Context: an optimization exercise on an open-source flow, tuned for small area, a short achievable clock period and few clock cycles per item. The choices shown serve that exercise and are no tape-out recipe. In this exercise RTL edits were held to simulation tests only and were not proved equivalent to the original.

--- flow/config.mk ---
export PLATFORM = sky130hd
export DESIGN_NAME = WD
export DESIGN_NICKNAME = WD
export VERILOG_FILES = /design/flow/design.v
export SDC_FILE = /design/flow/constraint.sdc
export NUM_CORES = 4
export LEC_CHECK = 0
export CAP_MARGIN = 20
export CORE_MARGIN = 2
export CORE_UTILIZATION = 40
export PLACE_DENSITY = 0.6
export SETUP_SLACK_MARGIN = 2
export SLEW_MARGIN = 20
--- flow/constraint.sdc ---
create_clock -name core_clock -period 12.0 [get_ports {clk}]
set_input_delay 2.4000 -clock core_clock [delete_from_list [all_inputs] [get_ports {clk}]]
set_output_delay 2.4000 -clock core_clock [all_outputs]
set_load 0.01 [all_outputs]
--- flow/design.v ---
module WD(
    clk,
    rst_n,
    in_valid,
    keyboard,
    answer,
    weight,
    match_target,
    out_valid,
    result,
    out_value
);
input clk, rst_n, in_valid;
input [4:0] keyboard, answer;
input [3:0] weight;
input [2:0] match_target;
output out_valid;
output [4:0]  result;
output [10:0] out_value;
localparam LOAD = 2'd0;
localparam SEL  = 2'd1;
localparam EVAL = 2'd2;
localparam OUTP = 2'd3;
localparam PNONE = 2'd0;
localparam PDESC = 2'd1;
localparam PBACK = 2'd2;
localparam PNEXT = 2'd3;
integer i, j, s;
reg [1:0] st;
reg [2:0] cnt;
reg [4:0] kv [0:7];
reg [2:0] kt [0:7];
reg [4:0] bc [0:4];
reg [3:0] w [0:4];
reg [2:0] ta, nt;
reg ok2;
reg [10:0] bv;
reg [9:0] bcode;
reg found;
reg [4:0] lvh;               
reg [2:0] cs [0:3];          
reg [7:0] used;
reg [7:0] pm;                
reg [4:0] da, dn, dx;        
reg [4:0] pa, px;            
reg [7:0] abover;
reg [2:0] trr;
reg [1:0] pend;
reg pbetter;
reg [7:0] tselr;
reg tans, tfix, trest;
reg [4:0] cpr [0:4];
assign out_valid = (st == OUTP);
assign result    = (cnt == 3'd0) ? bc[0] : (cnt == 3'd1) ? bc[1] :
                   (cnt == 3'd2) ? bc[2] : (cnt == 3'd3) ? bc[3] : bc[4];
assign out_value = bv;
function [4:0] therm;
    input [2:0] v;
    begin
        therm[0] = (v > 3'd0);
        therm[1] = (v > 3'd1);
        therm[2] = (v > 3'd2);
        therm[3] = (v > 3'd3);
        therm[4] = (v > 3'd4);
    end
endfunction
function tle;
    input [4:0] x, y;
    begin
        tle = ~|(x & ~y);
    end
endfunction
function lt21;
    input [20:0] a, b;
    reg l, e;
    integer k;
    begin
        l = 1'b0;
        e = 1'b1;
        for (k = 20; k >= 0; k = k - 1) begin
            l = l | (e & ~a[k] & b[k]);
            e = e & ~(a[k] ^ b[k]);
        end
        lt21 = l;
    end
endfunction
function eq21;
    input [20:0] a, b;
    begin
        eq21 = ~|(a ^ b);
    end
endfunction
function lt20;
    input [19:0] a, b;
    reg l, e;
    integer k;
    begin
        l = 1'b0;
        e = 1'b1;
        for (k = 19; k >= 0; k = k - 1) begin
            l = l | (e & ~a[k] & b[k]);
            e = e & ~(a[k] ^ b[k]);
        end
        lt20 = l;
    end
endfunction
function lt5;
    input [4:0] a, b;
    reg l, e;
    integer k;
    begin
        l = 1'b0;
        e = 1'b1;
        for (k = 4; k >= 0; k = k - 1) begin
            l = l | (e & ~a[k] & b[k]);
            e = e & ~(a[k] ^ b[k]);
        end
        lt5 = l;
    end
endfunction
function lt4;
    input [3:0] a, b;
    reg l, e;
    integer k;
    begin
        l = 1'b0;
        e = 1'b1;
        for (k = 3; k >= 0; k = k - 1) begin
            l = l | (e & ~a[k] & b[k]);
            e = e & ~(a[k] ^ b[k]);
        end
        lt4 = l;
    end
endfunction
function [2:0] cnt7;
    input [6:0] x;
    reg s1, c1, s2, c2, s3, c3;
    begin
        s1 = x[0] ^ x[1] ^ x[2];
        c1 = (x[0] & x[1]) | (x[0] & x[2]) | (x[1] & x[2]);
        s2 = x[3] ^ x[4] ^ x[5];
        c2 = (x[3] & x[4]) | (x[3] & x[5]) | (x[4] & x[5]);
        s3 = s1 ^ s2 ^ x[6];
        c3 = (s1 & s2) | (s1 & x[6]) | (s2 & x[6]);
        cnt7[0] = s3;
        cnt7[1] = c1 ^ c2 ^ c3;
        cnt7[2] = (c1 & c2) | (c1 & c3) | (c2 & c3);
    end
endfunction
reg [7:0] gt;
reg [2:0] ktu [0:7];
reg [2:0] ktn [0:7];
reg [2:0] xtag;
reg [2:0] spn [0:4];
reg [4:0] wb [0:4];
always @(*) begin
    for (i = 0; i < 8; i = i + 1) begin
        gt[i] = (cnt > i) && lt5(keyboard, kv[i]);
        ktu[i] = ((cnt > i) && (cnt < 5) && (kv[i] == answer)) ? cnt : kt[i];
    end
    xtag = 3'd7;
    for (j = 0; j < 5; j = j + 1)
        if ((cnt > j) && (bc[j] == keyboard)) xtag = j;
    if ((cnt < 5) && (keyboard == answer)) xtag = cnt;
    for (i = 0; i < 8; i = i + 1) begin
        if (gt[i]) ktn[i] = ktu[i];
        else if (i == 0) ktn[i] = xtag;
        else if (gt[i - 1]) ktn[i] = xtag;
        else ktn[i] = ktu[i - 1];
    end
    for (i = 0; i < 5; i = i + 1)
        for (j = 0; j < 5; j = j + 1)
            if (i < j) wb[i][j] = !lt4(w[i], w[j]);
            else wb[i][j] = 1'b0;
    for (j = 0; j < 5; j = j + 1) begin
        spn[j] = 3'd0;
        for (i = 0; i < 5; i = i + 1) begin
            if (i < j && wb[i][j]) spn[j] = spn[j] + 3'd1;
            if (i > j && !wb[j][i]) spn[j] = spn[j] + 3'd1;
        end
    end
end
reg [7:0] isans;
reg [4:0] ko [0:7];          
reg [4:0] spo [0:4];         
always @(*) begin
    for (i = 0; i < 8; i = i + 1) begin
        isans[i] = (kt[i] != 3'd7);
        for (s = 0; s < 5; s = s + 1)
            ko[i][s] = (kt[i] == s);
    end
    for (j = 0; j < 5; j = j + 1)
        for (s = 0; s < 5; s = s + 1)
            spo[j][s] = (spn[j] == s);
end
reg [4:0] lvhe, dae, dne, dxe, pae, pxe;
reg [7:0] usede, pme;
reg [2:0] cse [0:3];
reg founde;
reg [2:0] prevc;
reg [7:0] prevsel, prevabove;
reg prevfix, prevans;
always @(*) begin
    prevc = lvh[1] ? cs[0] : lvh[2] ? cs[1] : lvh[3] ? cs[2] : cs[3];
    for (i = 0; i < 8; i = i + 1)
        prevsel[i] = (prevc == i);
    prevabove[0] = 1'b0;
    for (i = 1; i < 8; i = i + 1)
        prevabove[i] = prevabove[i - 1] | prevsel[i - 1];
    prevans = |(prevsel & isans);
    prevfix = |(ko[prevc] & {1'b0, lvh[4:1]});
    lvhe = lvh;
    usede = used;
    pme = pm;
    dae = da;
    dne = dn;
    dxe = dx;
    pae = pa;
    pxe = px;
    for (s = 0; s < 4; s = s + 1)
        cse[s] = cs[s];
    founde = found | pbetter;
    case (pend)
        PDESC: begin
            for (s = 0; s < 4; s = s + 1)
                if (lvh[s]) cse[s] = trr;
            usede = used | tselr;
            lvhe = lvh << 1;
            pme = 8'hff;
            if (tfix) dae = da >> 1;
            if (tans) dne = dn >> 1;
            else dxe = dx >> 1;
            pae = pa & ~{lvh[3:0], 1'b0};
            pxe = px & ~{lvh[3:0], 1'b0};
        end
        PBACK: begin
            lvhe = lvh >> 1;
            usede = used & ~prevsel;
            pme = prevabove;
            if (prevfix) dae = {da[3:0], 1'b1};
            if (prevans) dne = {dn[3:0], 1'b1};
            else dxe = {dx[3:0], 1'b1};
        end
        PNEXT: begin
            pme = abover;
            if (!lvh[4]) begin
                if (tans) pae = pa | lvh;
                else pxe = px | lvh;
            end
        end
        default: ;
    endcase
end
reg [4:0] lvgt;              
reg [4:0] fu;
reg [3:0] px4;
reg [4:0] pat;
reg [3:0] typeok;
reg [7:0] fixh, later, feas, pref, tsel, above, restm;
reg paL, pxL, anyf, t_ans, t_fix, rest_nz;
reg [2:0] t;
always @(*) begin
    lvgt[0] = 1'b0;
    for (s = 1; s < 5; s = s + 1)
        lvgt[s] = lvgt[s - 1] | lvhe[s - 1];
    for (s = 0; s < 5; s = s + 1) begin
        fu[s] = 1'b1;
        for (i = 0; i < 8; i = i + 1)
            if (usede[i] && ko[i][s]) fu[s] = 1'b0;
    end
    px4 = fu[4:1] & lvgt[4:1];
    pat[0] = |px4;
    pat[1] = (px4[0] & (px4[1] | px4[2] | px4[3])) | (px4[1] & (px4[2] | px4[3])) | (px4[2] & px4[3]);
    pat[2] = (px4[0] & px4[1] & (px4[2] | px4[3])) | (px4[2] & px4[3] & (px4[0] | px4[1]));
    pat[3] = &px4;
    pat[4] = 1'b0;
    typeok[0] = ok2 && dxe[0] && tle(dae, pat) && tle(dae, dne);
    typeok[1] = ok2 && dae[0] && dne[0] && tle(dae >> 1, pat) && tle(dae, dne);
    typeok[2] = ok2 && dne[0] && pat[0] && tle(dae, pat >> 1) && tle(dae, dne >> 1);
    typeok[3] = ok2 && dne[0] && tle(dae, pat) && tle(dae, dne >> 1);
    paL = |(pae & lvhe);
    pxL = |(pxe & lvhe);
    for (i = 0; i < 8; i = i + 1) begin
        fixh[i] = |(ko[i] & lvhe);
        later[i] = |(ko[i] & lvgt);
        feas[i] = !usede[i] && pme[i] &&
                  (isans[i] ? (!paL && (fixh[i] ? typeok[1] : later[i] ? typeok[2] : typeok[3]))
                            : (!pxL && typeok[0]));
    end
    pref[0] = 1'b0;
    for (i = 1; i < 8; i = i + 1)
        pref[i] = pref[i - 1] | feas[i - 1];
    tsel = feas & ~pref;
    anyf = |feas;
    above[0] = 1'b0;
    for (i = 1; i < 8; i = i + 1)
        above[i] = above[i - 1] | tsel[i - 1];
    t[0] = tsel[1] | tsel[3] | tsel[5] | tsel[7];
    t[1] = tsel[2] | tsel[3] | tsel[6] | tsel[7];
    t[2] = tsel[4] | tsel[5] | tsel[6] | tsel[7];
    t_ans = |(tsel & isans);
    t_fix = |(tsel & fixh);
    restm = feas & above & (t_ans ? ~isans : isans);
    rest_nz = |restm;
end
reg [7:0] ua, ux, take;
reg [4:0] nda, ndx, tca, tcx, ma, mx;
reg [2:0] cab, cxb;
reg [5:0] ea, ex;
reg [3:0] rkh;
reg [4:0] slh [0:7];         
reg [4:0] cpos [0:4];
reg [7:0] below;
always @(*) begin
    ua = ~usede & isans;
    ux = ~usede & ~isans;
    nda = t_ans ? (dne >> 1) : dne;
    ndx = t_ans ? dxe : (dxe >> 1);
    for (i = 0; i < 8; i = i + 1) begin
        for (j = 0; j < 8; j = j + 1)
            below[j] = (j < i);
        cab = cnt7(ua[6:0] & below[6:0]);
        cxb = cnt7(ux[6:0] & below[6:0]);
        tca = therm(cab);
        tcx = therm(cxb);
        if (above[i] && t_ans) tca = tca >> 1;
        if (above[i] && !t_ans) tcx = tcx >> 1;
        take[i] = !tsel[i] && (isans[i] ? (ua[i] && |(nda & ~tca)) : (ux[i] && |(ndx & ~tcx)));
        ma = tca & nda;
        mx = tcx & ndx;
        ea = {ma, 1'b1} & ~{1'b0, ma};
        ex = {mx, 1'b1} & ~{1'b0, mx};
        rkh[0] = ea[0] & ex[0];
        rkh[1] = (ea[1] & ex[0]) | (ea[0] & ex[1]);
        rkh[2] = (ea[2] & ex[0]) | (ea[1] & ex[1]) | (ea[0] & ex[2]);
        rkh[3] = (ea[3] & ex[0]) | (ea[2] & ex[1]) | (ea[1] & ex[2]) | (ea[0] & ex[3]);
        slh[i] = 5'd0;
        if (tsel[i]) slh[i] = lvhe;
        else if (usede[i]) begin
            for (s = 0; s < 4; s = s + 1)
                if (!lvgt[s] && !lvhe[s] && cse[s] == i) slh[i] = slh[i] | (5'd1 << s);
        end else if (take[i]) begin
            slh[i] = ({5{rkh[0]}} & {lvhe[3:0], 1'b0}) |
                     ({5{rkh[1]}} & {lvhe[2:0], 2'b0}) |
                     ({5{rkh[2]}} & {lvhe[1:0], 3'b0}) |
                     ({5{rkh[3]}} & {lvhe[0], 4'b0});
        end
    end
    for (j = 0; j < 5; j = j + 1) begin
        cpos[j] = 5'd0;
        for (i = 0; i < 8; i = i + 1)
            if (|(slh[i] & spo[j])) cpos[j] = cpos[j] | kv[i];
    end
end
reg [11:0] ssum;
reg [9:0] code;
reg better, prune, ltb;
always @(*) begin
    ssum = cpr[0] * w[0] + cpr[1] * w[1] + cpr[2] * w[2] + cpr[3] * w[3] + cpr[4] * w[4];
    code = {cpr[0], 4'd0} + {1'b0, cpr[1], 3'd0} + {2'b0, cpr[2], 2'd0} +
           {3'b0, cpr[3], 1'b0} + {4'b0, cpr[4]};
    ltb = lt21({ssum[10:0], code}, {bv, bcode});
    better = !ltb && (!eq21({ssum[10:0], code}, {bv, bcode}) ||
             lt20({cpr[0], cpr[1], cpr[2], cpr[3]}, {bc[0], bc[1], bc[2], bc[3]}));
    prune = found && !ssum[11] && ltb;
    abover[0] = 1'b0;
    for (i = 1; i < 8; i = i + 1)
        abover[i] = abover[i - 1] | tselr[i - 1];
    trr[0] = tselr[1] | tselr[3] | tselr[5] | tselr[7];
    trr[1] = tselr[2] | tselr[3] | tselr[6] | tselr[7];
    trr[2] = tselr[4] | tselr[5] | tselr[6] | tselr[7];
end
reg sbt, sdesc, done;
reg [2:0] eprevc;
reg [7:0] eprevsel, eprevabove;
reg eprevfix, eprevans;
always @(*) begin
    sbt = !anyf;
    sdesc = anyf && !lvhe[4] && !founde;
    done = ((pend == PBACK) && lvh[0]) || (sbt && lvhe[0]);
    eprevc = lvhe[1] ? cse[0] : lvhe[2] ? cse[1] : lvhe[3] ? cse[2] : cse[3];
    for (i = 0; i < 8; i = i + 1)
        eprevsel[i] = (eprevc == i);
    eprevabove[0] = 1'b0;
    for (i = 1; i < 8; i = i + 1)
        eprevabove[i] = eprevabove[i - 1] | eprevsel[i - 1];
    eprevans = |(eprevsel & isans);
    eprevfix = |(ko[eprevc] & {1'b0, lvhe[4:1]});
end
always @(posedge clk or negedge rst_n) begin
    if (!rst_n) begin
        st <= LOAD;
        cnt <= 3'd0;
    end else begin
        case (st)
            LOAD: begin
                if (in_valid) begin
                    cnt <= cnt + 3'd1;
                    if (cnt == 3'd7) st <= SEL;
                end
            end
            SEL: begin
                if (done) begin
                    st <= OUTP;
                    cnt <= 3'd0;
                end else if (anyf && !sdesc) st <= EVAL;
            end
            EVAL: begin
                if (!lvh[4] && lvh[0] && prune && !trest) begin
                    st <= OUTP;
                    cnt <= 3'd0;
                end else st <= SEL;
            end
            OUTP: begin
                cnt <= cnt + 3'd1;
                if (cnt == 3'd4) begin
                    st <= LOAD;
                    cnt <= 3'd0;
                end
            end
        endcase
    end
end
always @(posedge clk) begin
    for (j = 0; j < 5; j = j + 1)
        cpr[j] <= cpos[j];
    tselr <= tsel;
    tans <= t_ans;
    tfix <= t_fix;
    trest <= rest_nz;
end
always @(posedge clk) begin
    if (st == LOAD) begin
        if (in_valid) begin
            for (i = 0; i < 8; i = i + 1) begin
                if (!gt[i]) begin
                    if (i == 0 || gt[i - 1]) kv[i] <= keyboard;
                    else kv[i] <= kv[i - 1];
                end
                if (cnt == 3'd7 && ktn[i] != 3'd7) kt[i] <= spn[ktn[i]];
                else kt[i] <= ktn[i];
            end
            if (cnt < 5) begin
                bc[cnt] <= answer;
                w[cnt] <= weight;
            end
            if (cnt == 3'd0) ta <= match_target;
            if (cnt == 3'd1) nt <= ta + match_target;
            if (cnt == 3'd7) begin
                for (j = 0; j < 5; j = j + 1)
                    bc[j] <= 5'd0;
                ok2 <= (nt >= 3'd2);
                lvh <= 5'b00001;
                used <= 8'd0;
                pm <= 8'hff;
                da <= therm(ta);
                dn <= therm(nt);
                dx <= therm(3'd5 - nt);
                pa[0] <= 1'b0;
                px[0] <= 1'b0;
                bv <= 11'd0;
                bcode <= 10'd0;
                found <= 1'b0;
                pend <= PNONE;
                pbetter <= 1'b0;
            end
        end
    end else if (st == SEL) begin
        if (sbt) begin
            lvh <= lvhe >> 1;
            used <= usede & ~eprevsel;
            pm <= eprevabove;
            da <= eprevfix ? {dae[3:0], 1'b1} : dae;
            dn <= eprevans ? {dne[3:0], 1'b1} : dne;
            dx <= eprevans ? dxe : {dxe[3:0], 1'b1};
            pa <= pae;
            px <= pxe;
        end else if (sdesc) begin
            lvh <= lvhe << 1;
            used <= usede | tsel;
            pm <= 8'hff;
            da <= t_fix ? (dae >> 1) : dae;
            dn <= t_ans ? (dne >> 1) : dne;
            dx <= t_ans ? dxe : (dxe >> 1);
            pa <= pae & ~{lvhe[3:0], 1'b0};
            px <= pxe & ~{lvhe[3:0], 1'b0};
        end else begin
            lvh <= lvhe;
            used <= usede;
            pm <= pme;
            da <= dae;
            dn <= dne;
            dx <= dxe;
            pa <= pae;
            px <= pxe;
        end
        for (s = 0; s < 4; s = s + 1)
            cs[s] <= (sdesc && lvhe[s]) ? t : cse[s];
        pend <= PNONE;
        pbetter <= 1'b0;
        if (pbetter) begin
            found <= 1'b1;
            bv <= ssum[10:0];
            bcode <= code;
            for (j = 0; j < 5; j = j + 1)
                bc[j] <= cpr[j];
        end
    end else if (st == EVAL) begin
        if (lvh[4]) begin
            pbetter <= better;
            pend <= ssum[11] ? PNEXT : PBACK;
        end else if (!prune) pend <= PDESC;
        else pend <= trest ? PNEXT : PBACK;
    end
end
endmodule
--- flow/run.sh ---
#!/bin/bash
# synth_recipe.tcl (not shown) runs the flow's synth.tcl, then flattens the netlist and writes it again
# the make line also repeats each setting of config.mk as NAME=value (left out here)
make -C /OpenROAD-flow-scripts/flow DESIGN_CONFIG=/design/flow/config.mk WORK_HOME=/design/flow/orfs CLKGATE_MAP_FILE= SYNTH_SCRIPT=/design/flow/synth_recipe.tcl finish
==> summary.txt, run 1 <==
commonest non-fill, non-tap cells in the layout 483 x nand2_1, 387 x nor2_1, 336 x a21oi_1; Syn Inst Count 4195; DR WL/cell 29.7 µm; Final WS setup 2280 ps; FF/Latch Area 6820 µm²; final net count 4393; routed length on met3 21.0 mm; drt drc 0; RSZ-0062 raised after global routing no; fraction of registers with async set/reset 2.08%; Synth Area in Compound Gates 30.3%; cts hold-fix bufs 0; Final min period 9720 ps; fmax 103 MHz; Mapped Area 32400 µm²; period utilization 81.0%; Worst Path Arrival 10160 ps; Max Buffers Root-to-Sink 3; combinational family with the most area after synthesis compound AO/OA/AOI/OAI gates; Slowest-stage cell, CP o21ai_2; vias in the first global route 33300; Synth cell types 123; total CTS buffers 35; Place WS 1860 ps; initial antenna violation count 4; Hold Vio Cnt, Final 0; antenna cells 0; fin util 44.0%; largest net degree at the start of global routing 48; RePlAce Congestion 1.11; CTS root buffer clkbuf_16; share of cells above drive strength 1 8.83%; Detail Route Antenna Nets 0; multiplexer share of the synthesized area 4.06%; Core ar. 80300 µm²; Top FF cell, synth edfxtp_1; number of enable flip-flop cells after synthesis 199; DRT Pass-1 Iters 9; area delta synth->final 9.23%; Worst-Skew Late Latency 590 ps; Seq/Total Area, Yosys 21.1%; Avg Inst Size Synth 7.71 µm²; setup_tns 0 ps; clock slew at reported path FFs 60 ps; die width 288 µm; worst hold slack 570 ps; WL met1 60.6 mm; GRT Overall Usage 36.0%; critical path's top delay family compound AO/OA/AOI/OAI gates; Worst EP required 12430 ps; Setup crit end kind register; Die H 288 µm; Simple-Gate Fraction of Synth Area 21.3%; Ports 37; DRT iter0 DRCs 5742; Die ar. 83200 µm²; actual slew at the worst max-slew pin 1280 ps; DP Cell Count 5146; Via density 6.96; reg2reg setup slack 2280 ps; adder-cell share of the synthesized area 13.3%; gr ovfl total 0; highest cell delay on the worst timing path 800 ps; vias 36300; post-synth net total 4460; maxcap violations 0; status no timing/DRC/antenna violations; CP max FO 47; total wire length 155 mm; non-filler instance count after layout 5214; dpl hpwl 115 mm; XOR/XNOR Fraction of Synth Area 3.41%; Pins Over Slew Limit 0; cell chain of the critical path nand3_1, mux4_2, mux2_2, nand3_1, nand3_1, nor2_1, nor4_4, buf_4, a31o_2, o21ai_2, nand2_1, o21ai_2, a21oi_4, buf_6, o22ai_1, o221ai_1, o311ai_1, or4_1, a31oi_1, a32oi_1, a21oi_1, a2111oi_0, o211ai_1; initial core utilization 40.3%; clock sinks 240; Multi-input gate area 23600 µm²; Layout Skew 32.2 ps; worst min-delay path class register to register; Rows 104; synth warn 15; met2 wire length 62.8 mm; highest metal used met5; H-tree depth 2; Most Frequent Cell on Critical Path nand3_1; Worst slew margin 14.5%; global-route wire length before repair 224 mm; final setup vio count 0; CTS tree yes; synthesized flop and latch total 240; critical path type register to register; number of fillers in the final layout 8058; Worst Path Buf+Inv 2; I/O Buffers 36; commonest non-fill, non-tap cell in the layout nand2_1; crit path launch type register
## registers in the layout, indices dropped and copies added (netlist names), 3 cells and up
signal and cells:
kv 40, bc 25, cpr 25, kt 24
w 20, cs 12, bv 11, bcode 10
pm 8, tselr 8, used 8, da 5
dn 5, dx 5, lvh 5, pa 5
px 5, cnt 3, nt 3, ta 3
## worst paths after layout
check                               from   endpoint  depth (start not counted)
worst max-delay path            kt[5][0]  cpr[1][1]                         23
worst min-delay path               st[1]      st[1]                          1
worst max register to register  kt[5][0]  cpr[1][1]                         23
worst min register to register     st[1]      st[1]                          1
max in group asynchronous          rst_n     cnt[0]                          1
min in group asynchronous          rst_n     cnt[2]                          1
## routing by layer
metal	up-vias	global-route usage (%)
met5	-	0
met4	2	20.5
met3	696	10.2
met2	2858	51.4
met1	17200	48.5
li1	15500	-
## per-stage QoR
stage | area (µm²)
floorplan | 32400
global placement | 34000
detailed placement | 34000
CTS | 35200
global route | 35300
finish | 35300
## logic make-up after synthesis
group                      count (synthesis)
muxes                                    118
xor gates and xnor gates                 126
buffers and inverters                    528
AOI/OAI and AO/OA                       1422
adders and majority gates                291
and+or+nand+nor                         1470
DFF                                      240
## timing repair
action / in CTS / in global routing
resized for setup: 2 / 14
buffers inserted: 0 / 3
setup endpoints to repair: 14 / 25
pin swaps: 0 / 2
## Yosys cell counts, types with 35 or more instances
cell type / number / area, µm²
and2_1: 48 / 300
a31oi_1: 48 / 300
dfxtp_1: 36 / 721
nor4_1: 37 / 231
a211oi_1: 63 / 473
edfxtp_1: 199 / 5980
a32oi_1: 36 / 315
nor2b_1: 40 / 250
mux2_2: 40 / 450
nand2_1: 483 / 1810
nor2_1: 387 / 1450
nand3_1: 141 / 706
and3_1: 40 / 250
a22oi_1: 47 / 353
o211ai_1: 96 / 721
o22ai_1: 56 / 350
inv_1: 245 / 920
clkbuf_1: 208 / 781
a21o_1: 37 / 278
nand4_1: 40 / 250
o221ai_1: 35 / 307
ha_1: 141 / 1760
xor2_1: 52 / 455
maj3_1: 46 / 460
fa_1: 104 / 2080
o31ai_1: 36 / 270
xnor2_1: 74 / 648
nor3_1: 102 / 510
a21oi_1: 337 / 1690
o21ai_0: 245 / 1230
mux2i_1: 70 / 701
## final cells by class
cell class,instances,area share [%]
well taps,1060,3.75
repair buffers,169,3.93
multi-input cells,3427,66.8
inverters,255,2.72
clock inverters,21,0.846
clock buffers,42,2.61
flip-flops and latches,240,19.3
Testbench counts, summed over its fixed seeds: cycles 2,236, items 48.
==> run 2: changes to the inputs <==
--- a/flow/config.mk
+++ b/flow/config.mk
@@ -11,3 +11,3 @@
 export PLACE_DENSITY = 0.6
-export SETUP_SLACK_MARGIN = 2
+export SETUP_SLACK_MARGIN = 3
 export SLEW_MARGIN = 20
==> summary.txt, run 2 <==
worst setup path startpoint pend[1]; clock sinks 240; vias in the first global route 33300; final net count 4425; Mapped Area 32400 µm²; final setup vio count 0; Rows 104; CP max FO 23; total wire length 155 mm; worst r2r src pend[1]; Core ar. 80300 µm²; biggest regs kv (40), bc (25), cpr (25); CTS tree yes; Most Frequent Cell on Critical Path buf_4; worst hold slack 572 ps; Slowest-stage cell, CP a221oi_2; RePlAce Congestion 1.11; dpl hpwl 115 mm; Avg Inst Size Synth 7.71 µm²; Pins Over Slew Limit 0; global-route wire length before repair 225 mm; Max Buffers Root-to-Sink 3; DRT Pass-1 Iters 8; Largest Register kv; dominant cell type by area after synthesis edfxtp_1; maxcap violations 0; commonest non-fill, non-tap cell in the layout nand2_1; DR WL/cell 29.6 µm; Via density 6.89; drt drc 0; Setup crit end kind register; post-synth net total 4460; largest cells by area after synthesis edfxtp_1 18%, fa_1 6.4%, nand2_1 5.6%; non-filler instance count after layout 5248; initial core utilization 40.3%; share of cells above drive strength 1 9.99%; Final min period 8800 ps; Hold Vio Cnt, Final 0; Synth top cells by count 483 x nand2_1, 387 x nor2_1, 337 x a21oi_1; I/O Buffers 36; Detail Route Antenna Nets 0; DP Cell Count 5146; area delta synth->final 10.6%; highest cell delay on the worst timing path 810 ps; fmax 114 MHz; number of enable flip-flop cells after synthesis 199; RSZ-0062 raised after global routing no; GRT Overall Usage 36.1%; period utilization 73.3%; initial antenna violation count 3; crit path launch type register; total CTS buffers 35; Die H 288 µm; Worst-Skew Late Latency 590 ps; actual slew at the worst max-slew pin 1040 ps; CTS root buffer clkbuf_16; Worst slew margin 29.8%; most common cell in the synthesized netlist nand2_1; beginning of the worst hold path px[0]; Worst Path Arrival 9230 ps; synth warn 15; Die ar. 83200 µm²; reg2reg setup slack 3200 ps; Top FF cell, synth edfxtp_1; Synth cell types 123; die width 288 µm; Seq/Total Area, Yosys 21.1%; DRT iter0 DRCs 5594; clock slew at reported path FFs 60 ps; Worst EP required 12430 ps; commonest non-fill, non-tap cells in the layout 483 x nand2_1, 387 x nor2_1, 333 x a21oi_1; vias 36200; setup_tns 0 ps; worst min-delay path class register to register; synthesized flop and latch total 240; Ports 37; status no timing/DRC/antenna violations; gr ovfl total 0; H-tree depth 2; largest net degree at the start of global routing 48; Layout Skew 31.1 ps; max FFs per register 40; Syn Inst Count 4195; fraction of registers with async set/reset 2.08%; fin util 44.6%; area share of the largest cell type after synthesis 18.5%; critical path type register to register
run 2: cell counts after synthesis:
Identical to the previous run, type by type.
run 2: worst paths after layout:
| kind | endpoint | cells after the start |
|---|---|---|
| max in group asynchronous | cnt[0] | 1 |
| worst max-delay path | cpr[2][1] | 28 |
| worst max register to register | cpr[2][1] | 28 |
| worst min-delay path | px[0] | 2 |
| worst min register to register | px[0] | 2 |
| min in group asynchronous | cnt[2] | 1 |
run 2: cells by family (layout without fill, tap and decap cells):
group | after synthesis | in the layout | share of synthesized area, %
compound gates | 1422 | 1423 | 30.3
other cells | 0 | 2 | 0
xor+xnor | 126 | 126 | 3.41
fa+ha+maj | 291 | 291 | 13.3
simple gates | 1470 | 1470 | 21.3
flops | 240 | 240 | 21.1
buf+inv | 528 | 518 | 6.58
mux | 118 | 118 | 4.06
run 2: routing by layer:
layer / GRT usage [%] / routed length, µm / vias to the layer above
met1: 48.1 / 59800 / 17100
met4: 20.2 / 10500 / 2
li1: - / - / 15600
met5: 0 / 16 / -
met2: 51.6 / 62800 / 2819
met3: 11.3 / 22300 / 683
run 2: area by class of cell:
cell class              count  area (µm²)
clock inverters            21         299
fillers                  8035       44500
diodes                      2        5.00
multi-input cells        3428       23800
inverters                 255         972
well taps                1060        1330
clock buffers              42         922
repair buffers            200        1640
flip-flops and latches    240        6820
run 2: metrics by stage:
step | worst slack [ps] | cell area (µm²)
floorplan | 4670 | 32400
global placement | 1950 | 34000
detailed placement | 1860 | 34000
CTS | 3000 | 35400
global route | 2990 | 35800
finish | 3200 | 35800
run 2: what timing repair did:
item	CTS	global route
setup buffers	8	26
hold buffers	0	0
cloned	0	1
endpoints found under the setup margin	25	26
gates resized for setup	26	30
pin swaps	3	9
run 2: critical path, delay by kind of cell (launching register included):
kind / cells / cell delay, ps
simple gates: 7 / 2520
flops: 1 / 410
compound gates: 15 / 4430
fa+ha+maj: 1 / 150
buf+inv: 5 / 1080
==> run 3: changes to the inputs <==
--- a/flow/config.mk
+++ b/flow/config.mk
@@ -7,2 +7,3 @@
 export LEC_CHECK = 0
+export ABC_AREA = 1
 export CAP_MARGIN = 20
==> summary.txt, run 3 <==
maxcap violations 0; GRT Overall Usage 34.5%; Ports 37; die width 282 µm; Synth top cells by count 1455 x nand2_1, 689 x inv_1, 585 x nor2_1; status no timing/DRC/antenna violations; WL met1 61.0 mm; highest metal used met5; worst setup path startpoint pend[1]; synthesized flop and latch total 240; final net count 5190; DRT iter0 DRCs 4773; share of cells above drive strength 1 7.49%; Setup crit end kind register; drt drc 0; met2 wire length 56.4 mm; Die ar. 79400 µm²; initial antenna violation count 2; critical path type register to register; Final min period 8420 ps; setup_tns 0 ps; Worst-Skew Late Latency 580 ps; WP depth 45; Rows 101; Worst Path Arrival 8760 ps; total CTS buffers 34; Pins Over Slew Limit 0; Die H 282 µm; Worst Path Buf+Inv 7; commonest non-fill, non-tap cell in the layout nand2_1; CTS tree yes; post-synth net total 5148; non-filler instance count after layout 5981; Layout Skew 48.2 ps; highest cell delay on the worst timing path 550 ps; Avg Inst Size Synth 6.32 µm²; commonest non-fill, non-tap cells in the layout 1453 x nand2_1, 689 x inv_1, 582 x nor2_1; most common cell in the synthesized netlist nand2_1; Via density 5.82; CTS root buffer clkbuf_16; synth warn 15; crit path launch type register; largest cells by area after synthesis edfxtp_1 19%, nand2_1 18%, inv_1 8.4%; beginning of the worst hold path pa[0]; I/O Buffers 36; largest net degree at the start of global routing 48; fraction of registers with async set/reset 2.08%; CP max FO 15; area delta synth->final 9.76%; Syn Inst Count 4883; RSZ-0062 raised after global routing no; final setup vio count 0; Most Frequent Cell on Critical Path nand2_1; Reg2Reg Depth 45; Max Buffers Root-to-Sink 3; DRT Pass-1 Iters 8; Worst EP required 12340 ps; clock slew at reported path FFs 60 ps; actual slew at the worst max-slew pin 1240 ps; Worst Hold Path Cells 2; Worst slew margin 16.7%; worst r2r src pend[1]; routed length on met3 16.1 mm; vias 34800; dominant cell type by area after synthesis edfxtp_1; Core ar. 76200 µm²; Detail Route Antenna Nets 0; Synth cell types 77; clock sinks 240; initial core utilization 40.5%; DP Cell Count 5899; dpl hpwl 109 mm; number of enable flip-flop cells after synthesis 199; total wire length 140 mm; max FFs per register 40; area share of the largest cell type after synthesis 19.4%; biggest regs kv (40), bc (25), cpr (25); vias in the first global route 31500; worst min-delay path class register to register; period utilization 70.1%; Seq/Total Area, Yosys 22.1%; fmax 119 MHz; H-tree depth 2; Top FF cell, synth edfxtp_1; Mapped Area 30900 µm²; Largest Register kv; RePlAce Congestion 1.04; Hold Vio Cnt, Final 0; Slowest-stage cell, CP ha_1; DR WL/cell 23.3 µm; critical path's top delay family simple AND/OR/NAND/NOR gates; global-route wire length before repair 205 mm; antenna cells 0; gr ovfl total 0
## run 3: area by class of cell
class,count,area [µm²]
fill,8116,42300
multi-input combinational,3777,20700
sequential,240,6830
inverter,732,2750
tap,1030,1290
timing repair buffer,140,1140
clock buffer,41,961
clock inverter,21,194
## run 3: worst paths after layout
path                             end  slack [ps]
setup / recovery           cpr[3][3]        3580
hold / removal                 pa[0]         570
setup reg to reg           cpr[3][3]        3580
hold reg to reg                pa[0]         570
max in group asynchronous     cnt[1]        9600
min in group asynchronous      st[1]        2120
## run 3: per-stage QoR
stage	util, %	instance area (µm²)	hold slack, ps	setup slack (ps)
2_1_floorplan	-	30900	520	4480
3_3_place_gp	42.7	32500	549	3020
3_5_place_dp	42.7	32500	558	3010
4_1_cts	44.2	33700	574	3160
5_1_grt	44.4	33900	589	3000
6_report	44.4	33900	571	3580
## run 3: logic make-up after synthesis
family                     Yosys count  synth area share [%]
buffers and inverters              868                  11.0
xor gates and xnor gates            56                  1.59
DFF                                240                  22.1
AOI/OAI and AO/OA                  814                  15.8
adders and majority gates          245                  12.5
and+or+nand+nor                   2660                  37.0
## run 3: timing repair
item                       in CTS  in global routing
hold buffers                    0                  0
setup endpoints to repair       2                 28
buffers inserted                0                 17
gates cloned                    0                  2
resized for setup               1                 18
pin swaps                       0                  2
## run 3: routing by layer
metal | GRT usage (%) | vias up
met1 | 50.2 | 16300
met4 | 12.4 | 4
met5 | 0 | -
li1 | - | 16100
met2 | 49.6 | 2123
met3 | 7.66 | 354
## run 3: worst reg2reg max path, delay by kind of cell, from the launching register on
family | cells | cell delay, ps
buffers and inverters | 7 | 1140
AO/OA/AOI/OAI | 2 | 350
AND/OR/NAND/NOR | 34 | 5410
adder cells (fa/ha/maj) | 2 | 880
flip-flops | 1 | 440
==> run 4: changes to the inputs <==
--- a/flow/config.mk
+++ b/flow/config.mk
@@ -12,3 +12,3 @@
 export PLACE_DENSITY = 0.6
-export SETUP_SLACK_MARGIN = 3
+export SETUP_SLACK_MARGIN = 5
 export SLEW_MARGIN = 20
==> summary.txt, run 4 <==
Worst Path Arrival 8400 ps; Layout Skew 19.8 ps; maxcap violations 0; largest cells by area after synthesis edfxtp_1 19%, nand2_1 18%, inv_1 8.4%; largest net degree at the start of global routing 47; Worst EP required 12540 ps; DRT Pass-1 Iters 9; area delta synth->final 15.1%; H-tree depth 1; actual slew at the worst max-slew pin 1230 ps; Hold Vio Cnt, Final 0; GRT Overall Usage 34.7%; Reg2Reg Depth 37; Max Buffers Root-to-Sink 3; commonest non-fill, non-tap cell in the layout nand2_1; share of cells above drive strength 1 11.8%; critical path's top delay family adder cells; Die H 282 µm; CTS root buffer clkbuf_16; placed cell area 32500 µm²; Pins Over Slew Limit 0; Die ar. 79400 µm²; Top FF cell, synth edfxtp_1; number of enable flip-flop cells after synthesis 199; CP max FO 6; period utilization 65.5%; max FFs per register 40; cts hold-fix bufs 0; final net count 5311; vias in the first global route 32300; I/O Buffers 36; Worst slew margin 17.4%; gr ovfl total 0; DR WL/cell 23.2 µm; status no timing/DRC/antenna violations; fin util 46.6%; Setup crit end kind register; Seq/Total Area, Yosys 22.1%; Final WS setup 4140 ps; fraction of registers with async set/reset 2.08%; commonest non-fill, non-tap cells in the layout 1435 x nand2_1, 667 x inv_1, 571 x nor2_1; CTS tree yes; clock sinks 240; Avg Inst Size Synth 6.32 µm²; WP depth 37; post-synth net total 5148; Worst Hold Path Cells 2; Most Frequent Cell on Critical Path fa_1; Place WS 3090 ps; clock slew at reported path FFs 70 ps; highest cell delay on the worst timing path 580 ps; die width 282 µm; critical path type register to register; Detail Route Antenna Nets 0; setup_tns 0 ps; Synth cell types 77; dpl hpwl 107 mm; synth warn 15; total CTS buffers 31; initial core utilization 40.5%; Largest Register kv; biggest regs kv (40), bc (25), cpr (25); drt drc 0; Slowest-stage cell, CP fa_1; Ports 37; total wire length 142 mm; initial antenna violation count 2; design area 35500 µm²; dominant cell type by area after synthesis edfxtp_1; antenna cells 0; RSZ-0062 raised after global routing yes; Synth top cells by count 1455 x nand2_1, 689 x inv_1, 585 x nor2_1; worst min-delay path class register to register; worst hold slack 574 ps; DRT iter0 DRCs 5407; vias 35900; crit path launch type register; synthesized flop and latch total 240; Rows 101; global-route wire length before repair 207 mm; Core ar. 76200 µm²; most common cell in the synthesized netlist nand2_1; final setup vio count 0; RePlAce Congestion 1.10; Syn Inst Count 4883; Via density 5.89; Worst-Skew Late Latency 640 ps; Final min period 7860 ps; fmax 127 MHz; Worst Path Buf+Inv 5; Mapped Area 30900 µm²; area share of the largest cell type after synthesis 19.4%
==> run 4: changes by cell type in the layout (fill, tap and decap cells not counted), sizes merged <==
cell / previous run / this run
clkbuf: 41 / 43
nand4: 75 / 77
inv: 719 / 710
nor2: 617 / 618
buf: 104 / 224
clkinv: 27 / 31
==> run 4: final timing paths <==
path	startpoint	end	slack, ps
max	cpr[2][1]	cnt[2]	4140
min	pa[0]	pa[0]	570
max reg2reg	cpr[2][1]	cnt[2]	4140
min reg2reg	pa[0]	pa[0]	570
max in group asynchronous	rst_n	cnt[0]	9550
min in group asynchronous	rst_n	cnt[2]	2110
==> run 4: kinds of logic after synthesis <==
kind of cell / share of synthesized area (%)
AOI/OAI and AO/OA: 15.8
xor gates and xnor gates: 1.59
adders and majority gates: 12.5
buffers and inverters: 11.0
DFF: 22.1
and+or+nand+nor: 37.0
==> run 4: metal layers <==
metal	routed length, µm	vias up	share of wire (%)	GRT usage, %
met5	0	-	0	0
met4	6510	0	4.6	13.7
met3	18800	412	13	8.44
met2	57800	2461	41	50.2
met1	58500	16700	41	49.3
li1	-	16300	-	-
==> run 4: layout make-up <==
type                       instances  area [µm²]
fill                            7955       40700
sequential                       240        6900
tap                             1030        1290
clock inverter                    16         154
timing repair buffer             261        2160
multi-input combinational       3780       21400
clock buffer                      42         867
inverter                         732        2780
==> run 4: timing repair <==
action,CTS,global route
gates cloned,2,4
endpoints found under the setup margin,76,53
endpoints found under the hold margin,0,0
gates resized for setup,102,122
pin swaps,44,35
setup buffers,88,62
==> run 4: worst register-to-register path: cells and delay by family, from the launching register on <==
family / cells / cell delay, ps
adder cells (fa/ha/maj): 9 / 4050
flip-flops: 1 / 520
buffers and inverters: 5 / 380
AO/OA/AOI/OAI: 11 / 1460
AND/OR/NAND/NOR: 11 / 1220
XOR/XNOR: 1 / 160
==> run 4: through the flow <==
step                instances
finish                   6101
floorplan                4883
CTS                      6035
global route             6101
global placement         5885
detailed placement       5887
==> run 5: changes to the inputs <==
--- a/flow/config.mk
+++ b/flow/config.mk
@@ -12,3 +12,3 @@
 export PLACE_DENSITY = 0.6
-export SETUP_SLACK_MARGIN = 5
+export SETUP_SLACK_MARGIN = 4
 export SLEW_MARGIN = 20
==> summary.txt, run 5 <==
RePlAce Congestion 1.04; DRT Pass-1 Iters 6; Seq/Total Area, Yosys 22.1%; area share of the largest cell type after synthesis 19.4%; drt drc 0; GRT Overall Usage 34.9%; Place WS 3010 ps; Final min period 7890 ps; initial core utilization 40.5%; actual slew at the worst max-slew pin 1280 ps; maxcap violations 0; Global Route met2 Usage 50.2%; H-tree depth 2; fmax 127 MHz; largest cells by area after synthesis edfxtp_1 19%, nand2_1 18%, inv_1 8.4%; reg2reg setup slack 4110 ps; final setup vio count 0; most common cell in the synthesized netlist nand2_1; final net count 5253; CTS tree yes; share of cells above drive strength 1 9.53%; RSZ-0062 raised after global routing yes; area delta synth->final 12.3%; RR Endpoint cnt[2]; biggest regs kv (40), bc (25), cpr (25); Avg Inst Size Synth 6.32 µm²; largest net degree at the start of global routing 48; Syn Inst Count 4883; I/O Buffers 36; Detail Route Antenna Nets 0; worst r2r src w[4][2]; dpl hpwl 109 mm; Rows 101; met3 usage 7.93%; critical path type register to register; Via density 5.82; initial antenna violation count 1; WHS Endpoint px[0]; Die ar. 79400 µm²; Reg2Reg Depth 39; die width 282 µm; CP max FO 6; vias in the first global route 31800; Mapped Area 30900 µm²; DRT iter0 DRCs 4646; Worst slew margin 13.6%; Setup crit end kind register; Worst EP required 12460 ps; GR peak layer met1; Synth top cells by count 1455 x nand2_1, 689 x inv_1, 585 x nor2_1; Worst Path Arrival 8340 ps; Slowest-stage cell, CP fa_1; total wire length 142 mm; Largest Register kv; Pins Over Slew Limit 0; Hold Vio Cnt, Final 0; period utilization 65.7%; beginning of the worst hold path px[0]; Synth cell types 77; Worst Hold Path Cells 2; Top FF cell, synth edfxtp_1; max FFs per register 40; global-route wire length before repair 207 mm; met1 Resource Use GR 50.5%; Worst-Skew Late Latency 580 ps; synth warn 15; DR WL/cell 23.4 µm; Max Buffers Root-to-Sink 3; number of enable flip-flop cells after synthesis 199; Ports 37; commonest non-fill, non-tap cells in the layout 1443 x nand2_1, 682 x inv_1, 578 x nor2_1; gr ovfl total 0; commonest non-fill, non-tap cell in the layout nand2_1; Core ar. 76200 µm²; Die H 282 µm; highest cell delay on the worst timing path 550 ps; setup_tns 0 ps; crit path launch type register; Final WS setup 4110 ps; synthesized flop and latch total 240; Most Frequent Cell on Critical Path fa_1; fraction of registers with async set/reset 2.08%; vias 35200; worst min-delay path class register to register; post-synth net total 5148; CTS root buffer clkbuf_16; Layout Skew 42.1 ps; status no timing/DRC/antenna violations; dominant cell type by area after synthesis edfxtp_1; clock sinks 240; worst setup path startpoint w[4][2]; total CTS buffers 34; clock slew at reported path FFs 60 ps
## run 5: cell type report
type	instances	area (µm²)
flip-flops and latches	240	6870
well taps	1030	1290
inverters	732	2760
diodes	1	2.50
fillers	8032	41500
clock buffers	41	961
clock inverters	21	194
repair buffers	202	1640
multi-input cells	3778	20900
## run 5: timing repair
item	in CTS	in global routing
cloned	2	1
setup buffers	37	42
gates resized for setup	44	67
hold buffers	0	0
pin swaps	7	44
setup endpoints to repair	31	36
## run 5: stage by stage
| stage | utilization [%] | std cells | hold WS (ps) | instance area, µm² |
|---|---|---|---|---|
| CTS | 44.7 | 6000 | 574 | 34100 |
| global placement | 42.7 | 5899 | 549 | 32500 |
| global route | 45.5 | 6044 | 589 | 34700 |
| floorplan | - | 4883 | 520 | 30900 |
| detailed placement | 42.7 | 5899 | 558 | 32500 |
| finish | 45.5 | 6045 | 565 | 34700 |
## run 5: worst max-delay path by stage
stage,slack [ps],end,cells after the start
5_1_grt,3750,cnt[2],39
3_3_place_gp,3020,cpr[3][1],44
2_1_floorplan,4480,cnt[2],40
6_report,4110,cnt[2],39
3_5_place_dp,3010,cpr[3][1],50
4_1_cts,4010,cnt[2],39
## run 5: kinds of logic (layout without fill, tap and decap cells)
kind of cell | after synthesis | in the layout | share of synthesized area [%]
and+or+nand+nor | 2660 | 2663 | 37.0
buffers and inverters | 868 | 996 | 11.0
AOI/OAI and AO/OA | 814 | 814 | 15.8
adders and majority gates | 245 | 245 | 12.5
DFF | 240 | 240 | 22.1
xor gates and xnor gates | 56 | 56 | 1.59
other | 0 | 1 | 0
## run 5: routing by layer
metal	routed length [µm]	vias up	share of wire [%]
li1	-	16200	-
met1	61100	16400	43
met2	57100	2143	40
met3	16900	382	12
met4	6440	2	4.6
met5	13	-	0.0092
## run 5: critical path: cells and delay by family (launching register included)
kind,cells,cell delay (ps)
fa+ha+maj,9,4130
simple gates,11,1340
compound gates,11,1310
flops,1,480
buf+inv,7,380
xor+xnor,1,180
==> run 6: changes to the inputs <==
--- a/flow/config.mk
+++ b/flow/config.mk
@@ -11,2 +11,4 @@
 export CORE_UTILIZATION = 40
+export CTS_BUF_LIST = sky130_fd_sc_hd__clkbuf_4 sky130_fd_sc_hd__clkbuf_8
+export CTS_CLUSTER_SIZE = 30
 export PLACE_DENSITY = 0.6
==> summary.txt, run 6 <==
period utilization 65.6%; Rows 101; total wire length 142 mm; critical path's top delay family adder cells; die width 282 µm; Layout Skew 81.0 ps; final setup vio count 0; gr ovfl total 0; synthesized flop and latch total 240; initial antenna violation count 3; Pins Over Slew Limit 0; CP max FO 6; Detail Route Antenna Nets 0; WP depth 39; share of cells above drive strength 1 10.3%; Reg2Reg Depth 39; Largest Register kv; worst r2r src w[4][2]; CTS root buffer clkbuf_8; largest net degree at the start of global routing 48; worst min-delay path class register to register; commonest non-fill, non-tap cells in the layout 1444 x nand2_1, 682 x inv_1, 579 x nor2_1; CTS tree yes; commonest non-fill, non-tap cell in the layout nand2_1; global-route wire length before repair 207 mm; number of enable flip-flop cells after synthesis 199; Seq/Total Area, Yosys 22.1%; DRT iter0 DRCs 4893; CP Capture Point cnt[2]; Synth top cells by count 1455 x nand2_1, 689 x inv_1, 585 x nor2_1; Most Frequent Cell on Critical Path fa_1; worst setup path startpoint w[4][2]; fin util 45.6%; Worst slew margin 20.2%; Die ar. 79400 µm²; Setup crit end kind register; DR WL/cell 23.4 µm; RSZ-0062 raised after global routing yes; highest cell delay on the worst timing path 550 ps; crit path launch type register; dpl hpwl 109 mm; Core ar. 76200 µm²; Syn Inst Count 4883; clock slew at reported path FFs 60 ps; reg2reg setup slack 4130 ps; Avg Inst Size Synth 6.32 µm²; post-synth net total 5148; critical path type register to register; Hold Vio Cnt, Final 0; total CTS buffers 49; maxcap violations 0; RePlAce Congestion 1.04; synth warn 15; Worst Path Arrival 8430 ps; Slowest-stage cell, CP fa_1; H-tree depth 2; Final min period 7870 ps; Via density 5.79; cts hold-fix bufs 0; Top FF cell, synth edfxtp_1; area share of the largest cell type after synthesis 19.4%; Max Buffers Root-to-Sink 3; initial core utilization 40.5%; drt drc 0; Die H 282 µm; most common cell in the synthesized netlist nand2_1; Mapped Area 30900 µm²; Worst-Skew Late Latency 710 ps; Worst Path Buf+Inv 7; Worst EP required 12560 ps; setup_tns 0 ps; Synth cell types 77; fraction of registers with async set/reset 2.08%; RR Endpoint cnt[2]; clock sinks 240; largest cells by area after synthesis edfxtp_1 19%, nand2_1 18%, inv_1 8.4%; DRT Pass-1 Iters 7; GRT Overall Usage 34.9%; final net count 5276; actual slew at the worst max-slew pin 1190 ps; vias 35200; status no timing/DRC/antenna violations; vias in the first global route 31900; Ports 37; Worst Hold Path Cells 2; fmax 127 MHz; biggest regs kv (40), bc (25), cpr (25); I/O Buffers 36; dominant cell type by area after synthesis edfxtp_1; area delta synth->final 12.6%; max FFs per register 40
## run 6: repair_timing
action / CTS / global route
gates cloned: 2 / 2
buffers inserted: 39 / 47
pin swaps: 8 / 49
gates resized for setup: 37 / 73
endpoints found under the hold margin: 0 / 0
setup endpoints to repair: 32 / 38
## run 6: layer usage
metal,GRT usage [%],vias to the layer above,share of wire (%)
li1,-,16300,-
met1,50.5,16300,43
met2,49.9,2219,41
met3,8.29,373,12
met4,13.0,4,4.5
met5,0,-,0.019
## run 6: worst min path at each step
stage	slack (ps)	start	end
global placement	550	px[0]	px[0]
CTS	570	pa[0]	pa[0]
floorplan	520	px[0]	px[0]
detailed placement	560	pa[0]	pa[0]
finish	570	px[0]	px[0]
global route	590	px[0]	px[0]
## run 6: cells by family after synthesis
kind of cell / share of synthesized area, %
AND/OR/NAND/NOR: 37.0
buffers and inverters: 11.0
AO/OA/AOI/OAI: 15.8
XOR/XNOR: 1.59
flip-flops: 22.1
adder cells (fa/ha/maj): 12.5
## run 6: final cells by class
cell class / instances / area (µm²)
Fill cell: 8061 / 41500
Multi-Input combinational cell: 3779 / 21000
Sequential cell: 240 / 6860
Inverter: 732 / 2770
Timing Repair Buffer: 209 / 1730
Tap cell: 1030 / 1290
Clock buffer: 69 / 868
Clock inverter: 22 / 269
Antenna cell: 2 / 5.00
## run 6: worst reg2reg max path, delay by kind of cell (launching register included)
kind / cells / cell delay (ps)
adder cells (fa/ha/maj): 9 / 4130
XOR/XNOR: 1 / 180
buffers and inverters: 7 / 380
flip-flops: 1 / 480
AO/OA/AOI/OAI: 11 / 1280
AND/OR/NAND/NOR: 11 / 1300
## run 6: metrics by stage
stage	instance area, µm²	hold slack [ps]	worst slack [ps]	cells
floorplan	30900	520	4480	4883
global placement	32500	549	3020	5899
detailed placement	32500	558	3010	5899
CTS	34100	575	4000	6031
global route	34700	589	3730	6082
finish	34700	569	4130	6083
==> run 7: changes to the inputs <==
--- a/flow/design.v
+++ b/flow/design.v
@@ -23,6 +23,6 @@
 localparam OUTP = 2'd3;
-localparam PNONE = 2'd0;
-localparam PDESC = 2'd1;
-localparam PBACK = 2'd2;
-localparam PNEXT = 2'd3;
+localparam PNONE = 3'd0;
+localparam PDESC = 3'd1;
+localparam PBACK = 3'd2;
+localparam PNEXT = 3'd4;
 integer i, j, s;
@@ -47,3 +47,3 @@
 reg [2:0] trr;
-reg [1:0] pend;
+reg [2:0] pend;                
 reg pbetter;
@@ -222,4 +222,4 @@
     founde = found | pbetter;
-    case (pend)
-        PDESC: begin
+    case (1'b1)
+        pend[0]: begin
             for (s = 0; s < 4; s = s + 1)
@@ -235,3 +235,3 @@
         end
-        PBACK: begin
+        pend[1]: begin
             lvhe = lvh >> 1;
@@ -243,3 +243,3 @@
         end
-        PNEXT: begin
+        pend[2]: begin
             pme = abover;
@@ -379,3 +379,3 @@
     sdesc = anyf && !lvhe[4] && !founde;
-    done = ((pend == PBACK) && lvh[0]) || (sbt && lvhe[0]);
+    done = (pend[1] && lvh[0]) || (sbt && lvhe[0]);
     eprevc = lvhe[1] ? cse[0] : lvhe[2] ? cse[1] : lvhe[3] ? cse[2] : cse[3];
--- a/flow/config.mk
+++ b/flow/config.mk
@@ -11,4 +11,2 @@
 export CORE_UTILIZATION = 40
-export CTS_BUF_LIST = sky130_fd_sc_hd__clkbuf_4 sky130_fd_sc_hd__clkbuf_8
-export CTS_CLUSTER_SIZE = 30
 export PLACE_DENSITY = 0.6
==> summary.txt, run 7 <==
Die ar. 78900 µm²; I/O Buffers 36; status no timing/DRC/antenna violations; global-route wire length before repair 210 mm; RSZ-0062 raised after global routing no; CP max FO 6; DRT Pass-1 Iters 6; worst hold slack 579 ps; Rows 101; dominant cell type by area after synthesis edfxtp_1; biggest regs kv (40), bc (25), cpr (25); RePlAce Congestion 1.09; Syn Inst Count 4832; Final min period 7770 ps; Worst-Skew Late Latency 610 ps; beginning of the worst hold path kv[4][0]; setup_tns 0 ps; met3 usage 8.01%; max FFs per register 40; largest cells by area after synthesis edfxtp_1 20%, nand2_1 17%, inv_1 8.5%; synth warn 15; Avg Inst Size Synth 6.35 µm²; area share of the largest cell type after synthesis 19.6%; maxcap violations 0; Layout Skew 24.1 ps; area delta synth->final 11.8%; Worst Path Arrival 8300 ps; Setup crit end kind register; period utilization 64.7%; worst min-delay path class register to register; drt drc 0; vias 35000; actual slew at the worst max-slew pin 1210 ps; met1 Resource Use GR 52.1%; crit path launch type register; clock sinks 241; die width 281 µm; Detail Route Antenna Nets 0; initial core utilization 40.4%; total wire length 146 mm; gr ovfl total 0; Synth cell types 75; Die H 281 µm; GRT Overall Usage 35.9%; synthesized flop and latch total 241; vias in the first global route 31500; highest cell delay on the worst timing path 530 ps; most common cell in the synthesized netlist nand2_1; Worst slew margin 18.6%; largest net degree at the start of global routing 52; final net count 5179; Global Route met2 Usage 51.5%; fraction of registers with async set/reset 2.07%; Slowest-stage cell, CP fa_1; worst setup path startpoint w[3][2]; Hold Vio Cnt, Final 0; Synth top cells by count 1396 x nand2_1, 694 x inv_1, 541 x nor2_1; CTS tree yes; DRT iter0 DRCs 5063; dpl hpwl 115 mm; fmax 129 MHz; DR WL/cell 24.4 µm; Ports 37; commonest non-fill, non-tap cell in the layout nand2_1; initial antenna violation count 2; final setup vio count 0; commonest non-fill, non-tap cells in the layout 1386 x nand2_1, 687 x inv_1, 531 x nor2_1; total CTS buffers 31; Worst EP required 12530 ps; cts hold-fix bufs 0; Mapped Area 30700 µm²; Max Buffers Root-to-Sink 3; GR peak layer met1; Top FF cell, synth edfxtp_1; Core ar. 75900 µm²; CTS root buffer clkbuf_16; Most Frequent Cell on Critical Path fa_1; Via density 5.86; Seq/Total Area, Yosys 22.3%; number of enable flip-flop cells after synthesis 200; H-tree depth 1; clock slew at reported path FFs 60 ps; share of cells above drive strength 1 8.80%; worst r2r src w[3][2]; post-synth net total 5092; critical path type register to register; Largest Register kv; Pins Over Slew Limit 0
[run 7: timing repair]
item                                    in CTS  in global routing
endpoints found under the hold margin        0                  0
gates cloned                                 2                  2
gates resized for setup                     41                 72
pin swaps                                    5                 41
setup buffers                               31                 42
endpoints found under the setup margin      29                 32
[run 7: layout make-up]
cell class / instances / area [µm²]
clock inverters: 14 / 138
inverters: 751 / 2850
fillers: 8107 / 41700
diodes: 1 / 2.50
flip-flops and latches: 241 / 6900
well taps: 1030 / 1290
repair buffers: 182 / 1510
clock buffers: 43 / 893
multi-input cells: 3712 / 20700
[run 7: routing by layer]
metal	vias up	wire length (µm)	part of all wire, %
met4	2	6500	4.5
met3	349	18200	12
met5	-	11	0.0075
met1	16300	62600	43
met2	2317	58600	40
li1	16000	-	-
[run 7: path summary, 6_finish.rpt]
check | slack [ps] | endpoint | cells after the start
max | 4230 | cnt[2] | 38
min | 580 | kv[5][0] | 2
max reg2reg | 4230 | cnt[2] | 38
min reg2reg | 580 | kv[5][0] | 2
max in group asynchronous | 9690 | st[0] | 1
min in group asynchronous | 2060 | cnt[1] | 1
[run 7: through the flow]
step | cell area, µm² | worst slack, ps | cells | utilization, %
finish | 34300 | 4230 | 5974 | 45.1
global route | 34300 | 3840 | 5973 | 45.1
CTS | 33600 | 4010 | 5928 | 44.2
detailed placement | 32200 | 2890 | 5838 | 42.4
global placement | 32200 | 3150 | 5837 | 42.4
floorplan | 30700 | 4600 | 4832 | -
[run 7: cells by family after synthesis]
| logic type | synth area share (%) |
|---|---|
| adders and majority gates | 12.4 |
| and+or+nand+nor | 35.0 |
| buffers and inverters | 11.5 |
| muxes | 0.143 |
| xor gates and xnor gates | 1.71 |
| AOI/OAI and AO/OA | 16.9 |
| DFF | 22.3 |
[run 7: critical path: cells and delay by family (launching register included)]
kind | cells | cell delay [ps]
AO/OA/AOI/OAI | 10 | 1350
XOR/XNOR | 1 | 190
adder cells (fa/ha/maj) | 9 | 4060
buffers and inverters | 8 | 600
flip-flops | 1 | 450
AND/OR/NAND/NOR | 10 | 1040
Testbench counts of run 7, summed over its fixed seeds: cycles 2,236, items 48.
==> run 8: changes to the inputs <==
--- a/flow/config.mk
+++ b/flow/config.mk
@@ -8,3 +8,3 @@
 export ABC_AREA = 1
-export CAP_MARGIN = 20
+export CAP_MARGIN = 5
 export CORE_MARGIN = 2
@@ -13,2 +13,2 @@
 export SETUP_SLACK_MARGIN = 4
-export SLEW_MARGIN = 20
+export SLEW_MARGIN = 5
==> summary.txt, run 8 <==
status no timing/DRC/antenna violations; adder-cell share of the synthesized area 12.4%; DP Cell Count 5837; Seq/Total Area, Yosys 22.3%; final setup vio count 0; Reg2Reg Depth 35; reg2reg setup slack 4250 ps; H-tree depth 1; largest net degree at the start of global routing 52; DR WL/cell 24.4 µm; Ports 37; RR Endpoint cnt[2]; highest cell delay on the worst timing path 560 ps; Largest Register kv; dpl hpwl 115 mm; critical path type register to register; worst r2r src w[3][2]; number of enable flip-flop cells after synthesis 200; Synth Area in Compound Gates 16.9%; Pins Over Slew Limit 0; GRT Overall Usage 36.0%; Simple-Gate Fraction of Synth Area 35.0%; cts hold-fix bufs 0; Hold Vio Cnt, Final 0; crit path launch type register; Mapped Area 30700 µm²; CTS tree yes; worst setup path startpoint w[3][2]; multiplexer share of the synthesized area 0.143%; dominant cell type by area after synthesis edfxtp_1; Rows 101; CP Capture Point cnt[2]; Worst EP required 12450 ps; Worst Path Arrival 8200 ps; Synth cell types 75; Synth top cells by count 1396 x nand2_1, 694 x inv_1, 541 x nor2_1; Max Buffers Root-to-Sink 3; initial antenna violation count 3; Syn Inst Count 4832; number of fillers in the final layout 8042; maxcap violations 0; area delta synth->final 11.6%; post-synth net total 5092; final net count 5180; vias in the first global route 31400; RSZ-0062 raised after global routing no; worst hold slack 579 ps; Via density 5.85; total wire length 146 mm; combinational family with the most area after synthesis simple AND/OR/NAND/NOR gates; Worst slew margin 18.5%; Slowest-stage cell, CP fa_1; most common cell in the synthesized netlist nand2_1; commonest non-fill, non-tap cell in the layout nand2_1; clock sinks 241; global-route wire length before repair 211 mm; Final min period 7750 ps; max FFs per register 40; DRT iter0 DRCs 5023; setup_tns 0 ps; clock slew at reported path FFs 60 ps; Setup crit end kind register; Die H 281 µm; CTS root buffer clkbuf_16; Worst-Skew Late Latency 640 ps; vias 35000; DRT Pass-1 Iters 7; Layout Skew 52.3 ps; fmax 129 MHz; RePlAce Congestion 1.09; fraction of registers with async set/reset 2.07%; drt drc 0; worst min-delay path class register to register; biggest regs kv (40), bc (25), cpr (25); fin util 45.1%; initial core utilization 40.4%; total CTS buffers 31; Die ar. 78900 µm²; synth warn 15; commonest non-fill, non-tap cells in the layout 1388 x nand2_1, 686 x inv_1, 529 x nor2_1; Detail Route Antenna Nets 0; actual slew at the worst max-slew pin 1210 ps; die width 281 µm; Avg Inst Size Synth 6.35 µm²; Most Frequent Cell on Critical Path fa_1; I/O Buffers 36; antenna cells 0; gr ovfl total 0; Core ar. 75900 µm²; area share of the largest cell type after synthesis 19.6%; largest cells by area after synthesis edfxtp_1 20%, nand2_1 17%, inv_1 8.5%; CP max FO 6; Top FF cell, synth edfxtp_1; share of cells above drive strength 1 8.80%; synthesized flop and latch total 241; XOR/XNOR Fraction of Synth Area 1.71%; period utilization 64.6%; non-filler instance count after layout 5974
run 8: metrics by stage:
step | area (µm²) | setup slack [ps]
after floorplan | 30700 | 4600
final | 34200 | 4250
after global placement | 32200 | 3150
after global routing | 34200 | 3900
after detailed placement | 32200 | 2870
after CTS | 33600 | 4020
run 8: cell type report:
class	instances	area, µm²	area share, %
multi-input combinational	3712	20700	60.4
sequential	241	6900	20.2
inverter	751	2850	8.32
timing repair buffer	183	1480	4.33
tap	1030	1290	3.76
clock buffer	44	907	2.65
clock inverter	13	135	0.395
run 8: critical path: cells and delay by family (launching register included):
| family | cells | cell delay, ps |
|---|---|---|
| compound gates | 9 | 1480 |
| xor+xnor | 1 | 270 |
| fa+ha+maj | 9 | 4180 |
| buf+inv | 6 | 390 |
| flops | 1 | 460 |
| simple gates | 10 | 790 |
run 8: worst min path at each step:
stage | from | to | slack, ps | cells after the start
floorplan | pa[0] | pa[0] | 520 | 2
CTS | kv[4][0] | kv[5][0] | 570 | 2
finish | kv[4][0] | kv[5][0] | 580 | 2
detailed placement | kv[4][0] | kv[5][0] | 560 | 2
global route | px[0] | px[0] | 610 | 2
global placement | kv[4][0] | kv[5][0] | 550 | 2
run 8: metal layers:
layer | track usage (%) | share of wire, % | vias to the layer above | wire, µm
li1 | - | - | 16000 | -
met1 | 52.6 | 43 | 16300 | 62800
met2 | 51.5 | 40 | 2271 | 58600
met3 | 7.86 | 12 | 341 | 17800
met4 | 12.7 | 4.3 | 4 | 6280
met5 | 0 | 0.023 | - | 33
run 8: repair_timing:
action                                  CTS  global route
buffers inserted                         29            47
cloned                                    2             2
pin swaps                                 5            40
resized for setup                        41            71
endpoints found under the setup margin   30            32
run 8: kinds of logic after synthesis:
group           Yosys count
buf+inv                 883
mux                       4
compound gates          870
flops                   241
simple gates           2533
xor+xnor                 60
fa+ha+maj               241

## re-timing with driven ports
Ports are ideal in the flow. The routed layouts listed here were re-timed in OpenROAD. Step 1 assumes that a clkbuf_16 drives the clock port and a buf_2 every other input. Step 2 adds t to the input delays and takes it off the output delays; t is the mean of the earliest and latest rising clock arrival at the registers after step 1. Input paths then give back, and output paths get back, about the clock's delay inside the block. Slacks: no drivers / after step 1 / after step 2; pairs: no drivers / after step 1.
run | shift t [ns] | setup WS [ns] | hold slack, ns | slew at the worst register clock pin (ns)
run 1 | 0.643 | 2.275 / 2.275 / 2.275 | 0.570 / 0.570 / 0.570 | 0.07 / 0.07
run 2 | 0.645 | 3.201 / 3.201 / 3.201 | 0.572 / 0.572 / 0.572 | 0.07 / 0.07
run 3 | 0.617 | 3.583 / 3.583 / 3.583 | 0.571 / 0.571 / 0.571 | 0.07 / 0.07
run 4 | 0.686 | 4.138 / 4.138 / 4.138 | 0.574 / 0.574 / 0.574 | 0.07 / 0.07
run 5 | 0.624 | 4.115 / 4.115 / 4.115 | 0.565 / 0.565 / 0.565 | 0.07 / 0.07
run 6 | 0.732 | 4.127 / 4.127 / 4.127 | 0.569 / 0.569 / 0.569 | 0.09 / 0.09
run 7 | 0.668 | 4.230 / 4.230 / 4.230 | 0.579 / 0.579 / 0.579 | 0.07 / 0.07
run 8 | 0.678 | 4.249 / 4.249 / 4.249 | 0.579 / 0.579 / 0.579 | 0.08 / 0.08
After both steps every run listed still meets setup and hold.
